From an optimization exercise on the open Yosys and OpenROAD flow, aimed at small area; shortcuts taken in it are not production practice. At most, simulation tests tie the RTL to the original design; equivalence was not proved. Only the layout flow was run in run 2; the RTL was not checked for function there.

==> flow/design.v (outline; a module is shown in full before it is edited, if it fits) <==
// module fft: 1564 lines
// module fft_rca: 12 lines
// module fft_rcah: 16 lines
// module fft_fa: 6 lines
module fft(clk,rst,fir_data,fir_valid,fft_data,fft_valid,freq,fft_fin);
  // ...
==> flow/run.sh <==
#!/bin/bash
# synth_recipe.tcl (not shown) runs the flow's synth.tcl, then flattens the netlist and writes it again
# the make line also repeats each setting of config.mk as NAME=value (left out here)
make -C /OpenROAD-flow-scripts/flow DESIGN_CONFIG=/design/flow/config.mk WORK_HOME=/design/flow/orfs CLKGATE_MAP_FILE= SYNTH_SCRIPT=/design/flow/synth_recipe.tcl finish
==> flow/config.mk <==
export PLATFORM = sky130hd
export DESIGN_NAME = fft
export DESIGN_NICKNAME = fft
export VERILOG_FILES = /design/flow/design.v
export SDC_FILE = /design/flow/constraint.sdc
export NUM_CORES = 4
export LEC_CHECK = 0
export ABC_AREA = 1
export CAP_MARGIN = 20
export CORE_MARGIN = 2
export CORE_UTILIZATION = 65
export CTS_BUF_LIST = sky130_fd_sc_hd__clkbuf_8
export CTS_CLUSTER_DIAMETER = 50
export CTS_CLUSTER_SIZE = 16
export PLACE_DENSITY = 0.75
export SLEW_MARGIN = 20
export SYNTH_HIERARCHICAL = 1
export SYNTH_MINIMUM_KEEP_SIZE = 0
==> flow/constraint.sdc <==
create_clock -name core_clock -period 12.0 [get_ports {clk}]
set_input_delay 2.4000 -clock core_clock [delete_from_list [all_inputs] [get_ports {clk}]]
set_output_delay 2.4000 -clock core_clock [all_outputs]
set_load 0.01 [all_outputs]
==> impl_metrics.ini, run 1 <==
[placed_design]
post_dp_cell_area_um2 = 34300
place_hpwl_mm = 59.9

[worst_hold_path]
min_from = f2r[1][18]$_DFF_P_
min_path_type = reg -> reg

[synth]
synth-async-reset-ratio_pct = 0
synth_top_family_by_area = adder cells
synth_edf_count = 0

[layout]
fillCellCount = 3749
largest_register = f1
num-nets-final = 3931
layout.comb_gates.multi_input = 2060
seq-cell-share_pct = 33.1
inv_count = 482
multi_input_combinational_area_share_pct = 53.5
area.growth.synth_to_final_pct = 7.68
buf_share_pct = 2.60
leading_cell_type_in_the_layout_fill_and_taps_excluded = sky130_fd_sc_hd__dfxtp_1

[critical_path]
reg2reg_setup_slack_ns = 0.56
critical-path-top-delay-family = adder cells
timing.critical_path.slowest_stage_cell = sky130_fd_sc_hd__clkdlybuf4s50_1
regToRegEndpoint = vrr[23]$_DFF_P_
cp-endpoint = fft_data[31]

[route]
wirelength_met1_mm = 30.7
top_routing_layer_in_use = met4

[outcome]
run_status = finished clean

[sta]
fin_worst_hold_slack_ns = 0.285

[floorplanning]
fp.dieArea_um2 = 52600

[clock_network]
cts_hold_repair.buffers = 0
==> run 2, diff against run 1 <==
--- a/flow/design.v
+++ b/flow/design.v
@@ -930,44 +930,42 @@
 reg  [2:0] qb;
 reg        t2;
 always @(posedge clk) begin
   qb <= cnt[2:0];
   t2 <= (cnt == 4'd2);
 end
 wire sel2 = qb[2];
 wire [1:0] r2 = qb[1:0];
-reg  [23:0] ar, br_, ai, bi_;
-reg  cr, ci;
-always @* begin
-  if (sel2) begin
-    ar = Fr; br_ = Brr; cr = 1'b0;
-    ai = Fi; bi_ = Bir; ci = 1'b0;
-  end else case (r2)
-    2'd0: begin ar = F2i; br_ = ~F2r; cr = 1'b1; ai = Fi;    bi_ = 24'd0; ci = 1'b0; end
-    2'd1: begin ar = Fr;  br_ = Fi;   cr = 1'b0; ai = Fi;    bi_ = ~Fr;   ci = 1'b1; end
-    2'd2: begin ar = F2i; br_ = F2r;  cr = 1'b0; ai = 24'd0; bi_ = ~Fr;   ci = 1'b1; end
-    default: begin ar = Fr; br_ = ~Fi; cr = 1'b1; ai = Fi;   bi_ = Fr;    ci = 1'b0; end
-  endcase
-end
+wire tb = ~sel2;
+wire [23:0] ar  = (tb & (r2 == 2'd2)) ? Fi : Fr;
+wire [23:0] br_ = sel2 ? Brr : ({24{r2[0]}} & (Fi ^ {24{r2[1]}}));
+wire        cr  = tb & (r2 == 2'd3);
+wire [23:0] ai  = {24{~(tb & r2[1])}} & Fi;
+wire [23:0] bi_ = sel2 ? Bir : ({24{r2[1]}} & ~Fr);
+wire        ci  = tb & r2[1];
+wire [23:0] adi = tb ? F2i : Fi;
+wire [23:0] bdi = sel2 ? ~Bir : (F2r ^ {24{~r2[1]}});
+wire        cdi = ~(tb & r2[1]);
 wire [23:0] vr, Dr, Di;
 wire [23:8] vi;
 fft_rca #(24) u_vr (.a(ar), .b(br_), .ci(cr), .s(vr));
 fft_rcah #(24, 8) u_vi (.a(ai), .b(bi_), .ci(ci), .s(vi[23:8]));
 fft_rca #(24) u_dr (.a(t2 ? {23'd0, z2r} : Fr), .b(~Brr), .ci(1'b1), .s(Dr));
-fft_rca #(24) u_di (.a(Fi), .b(~Bir), .ci(1'b1), .s(Di));
+fft_rca #(24) u_di (.a(adi), .b(bdi), .ci(cdi), .s(Di));
 reg [23:0] vrr, wx;
 reg [23:8] vir;
+wire [15:0] Xo;
 always @(posedge clk) begin
   f2r[0] <= sel2 ? Dr : Brr;
   f2i[0] <= sel2 ? Di : (t2 ? Dr : Bir);
   for (i = 1; i < 4; i = i + 1) begin f2r[i] <= f2r[i-1]; f2i[i] <= f2i[i-1]; end
-  vrr <= (~sel2 & ~r2[0]) ? (r2[1] ? Fi : Fr) : vr;
+  vrr <= vr;
   vir <= vi;
-  wx  <= vr;
+  wx  <= (tb & r2[0]) ? {8'd0, Xo} : Di;
 end
 wire tph  = ~qv[2];
 wire mulC = tph & qv[0];
 wire neg2 = tph & qv[1];
 wire [23:0] xin = (tph & ~qv[0]) ? wx : vrr;
 wire [23:0] xvr = xin ^ {24{neg2}};
 wire [15:0] kxc = neg2 ? 16'd46340 : 16'd0;
 wire xcr_1;
@@ -1516,21 +1514,21 @@
 assign Pr[34] = xcr_279 ? xcr_315 : xcr_292;
 assign Pr[35] = xcr_279 ? xcr_317 : xcr_294;
 assign Pr[36] = xcr_279 ? xcr_319 : xcr_296;
 assign Pr[37] = xcr_279 ? xcr_321 : xcr_298;
 assign Pr[38] = xcr_279 ? xcr_323 : xcr_300;
 assign Pr[39] = xcr_279 ? xcr_325 : xcr_302;
 wire xcr_326;
 assign xcr_326 = xcr_279 ? xcr_324 : xcr_301;
-reg [15:0] s2r, s2i, h;
+assign Xo = Pr[39:24];
+reg [15:0] s2r, s2i;
 always @(posedge clk) begin
-  h   <= Pr[39:24];
   s2r <= mulC ? Pr[39:24] : vrr[23:8];
-  s2i <= mulC ? h : vir[23:8];
+  s2i <= mulC ? wx[15:0] : vir[23:8];
 end
 reg  [15:0] f3r [0:1];
 reg  [15:0] f3i [0:1];
 wire [15:0] Gr = f3r[1];
 wire [15:0] Gi = f3i[1];
 wire sel3 = qs[1];
 wire rf   = ~qs[2] & qs[0];
 wire rr3  = rf & s2r[15];
==> flow/config.mk (replaced) <==
export PLATFORM = sky130hd
export DESIGN_NAME = fft
export DESIGN_NICKNAME = fft
export VERILOG_FILES = /design/flow/design.v
export SDC_FILE = /design/flow/constraint.sdc
export NUM_CORES = 4
export LEC_CHECK = 0
export ABC_AREA = 1
export CAP_MARGIN = 20
export CORE_MARGIN = 2
export CORE_UTILIZATION = 88
export CTS_BUF_LIST = sky130_fd_sc_hd__clkbuf_8
export CTS_CLUSTER_DIAMETER = 50
export CTS_CLUSTER_SIZE = 16
export PLACE_DENSITY = 0.93
export SLEW_MARGIN = 20
export SYNTH_HIERARCHICAL = 1
export SYNTH_MINIMUM_KEEP_SIZE = 0
==> run 2 against run 1 <==
Compared with the run above: the run now fails in global routing; synthesized area decreased by 1.9%; synthesized cell count down 1.9%.
==> impl_metrics.ini, run 2 <==
[floorplanning]
die-height_um = 196
io-pin-count = 57
start_util_pct = 88.9
fp.dieW_um = 196
placementRows = 70

[synth]
synth-async-reset-ratio_pct = 0
synth.avg_cell_area_um2 = 10.2
synth.most_common_cell = sky130_fd_sc_hd__dfxtp_1
seq_area_frac_synth_pct = 35.4
synth-warning-count = 12
synth_largest_type_area_fraction_pct = 35.4
synthDistinctLibCells = 42
post_synth_top_cells = sky130_fd_sc_hd__dfxtp_1, sky130_fd_sc_hd__nand2_1, sky130_fd_sc_hd__fa_1
yosys_register_bits = 572
prevailing_post_synth_register_cell = sky130_fd_sc_hd__dfxtp_1
synth_cells = 3186
synth_top_cells_by_area = sky130_fd_sc_hd__dfxtp_1, sky130_fd_sc_hd__fa_1, sky130_fd_sc_hd__nand2_1
synth_edf_count = 0
synth_top_area_cell = sky130_fd_sc_hd__dfxtp_1
mappedNetlistArea_um2 = 32400

[grt]
grt_usage_pct = 81.9
antenna_found_initial = 26
grt_max_degree = 72
globalRoute.totalOverflow = 151

[outcome]
firstError = [ERROR GRT-0232] Routing congestion too high. Check the congestion heatmap in the GUI.
outcome.stop_stage = global routing
run_status = stopped before the end

[placed_design]
gp_routability_congestion = 1.00
place_hpwl_mm = 68.5
dpl.cell_count = 3636
port_buffers = 56

[clock_network]
clock_sinks = 572
ctsRootBufferMaster = sky130_fd_sc_hd__clkbuf_8
clock_tree.htree_level_count = 2
postcts_setup_bufs = 0
clock_path_buffers = 3
numCtsBuffers = 50

[sta]
repair-timing-grt-worst-ep = fft_data[15]
worstEndpointType = primary output
run 2: cell count changes after synthesis, sizes merged, moves of 25 or more:
| cell | previous run | this run |
|---|---|---|
| xor2 | 54 | 79 |
| a22oi | 64 | 10 |
| o21ai | 210 | 292 |
| a21oi | 68 | 28 |
| o22ai | 37 | 83 |
run 2: worst max path at each step:
stage	startpoint	to	slack (ns)	cells past startpoint
detailed placement	cnt[1]$_SDFFE_PP0P_	fft_data[15]	0.30	27
global placement	cnt[1]$_SDFFE_PP0P_	fft_data[15]	0.66	27
floorplan	cnt[0]$_SDFFE_PP0P_	fft_data[15]	0.37	30
CTS	cnt[0]$_SDFFE_PP0P_	fft_data[31]	0.01	25
run 2: logic make-up after synthesis:
logic type,count (synthesis),synth area share (%)
other cells,2,0.0232
fa+ha+maj,617,36.2
buf+inv,626,7.35
simple gates,776,9.33
compound gates,454,7.82
flops,572,35.4
xor+xnor,112,3.03
mux,27,0.873
run 2: through the flow:
step / worst slack [ns] / instance area, um2 / hold WS, ns
2_1_floorplan: 0.373 / 32500 / 0.310
3_3_place_gp: 0.658 / 33400 / 0.310
3_5_place_dp: 0.303 / 33400 / 0.312
4_1_cts: 0.0107 / 34400 / 0.279
run 2: per-module statistics from Yosys, one instance, submodules excluded, a selection:
| module | flops+latches | area, um2 | cells inside | times used |
|---|---|---|---|---|
| fft | 572 | 21500 | 2614 | 1 |
| fft_fa | 0 | 20.0 | 1 | 533 |
run 2: repair_timing:
action / 4_1_cts
gates cloned: 0
gates resized for setup: 15
hold buffers: 0
pin swaps: 1
endpoints found under the setup margin: 3
hold endpoints to repair: 0
run 2: per-layer routing:
layer	overflow	track usage, %
met1	0	81.6
met2	76	95.1
met3	7	70.7
met4	65	82.4
met5	3	39.7

[re-timing with driven ports]
How much do the figures lean on ideal ports? The routed layout below was timed once more, with nothing changed but the port constraints.
Step 1 sets driving cells, clkbuf_16 on the clock port and buf_2 on the other inputs (assumed; they add their load-dependent delay and slew).
Step 2 adds t to the input delays and takes it off the output delays; t is the mean of the earliest and latest rising clock arrival at the registers after step 1. Input paths then give back, and output paths get back, about the clock's delay inside the block.
a / b / c = no drivers / after step 1 / after step 2; a / b = the first two.
run: run 1
t, ns: 0.724
slack for setup (ns): 0.210 / 0.153 / 0.564
worst slew at a driven data input, ns: 0.04
After both steps setup and hold are still met in run 1. For run 1, drivers alone change the setup slack by -0.057 ns; drivers and shift together by +0.354 ns.
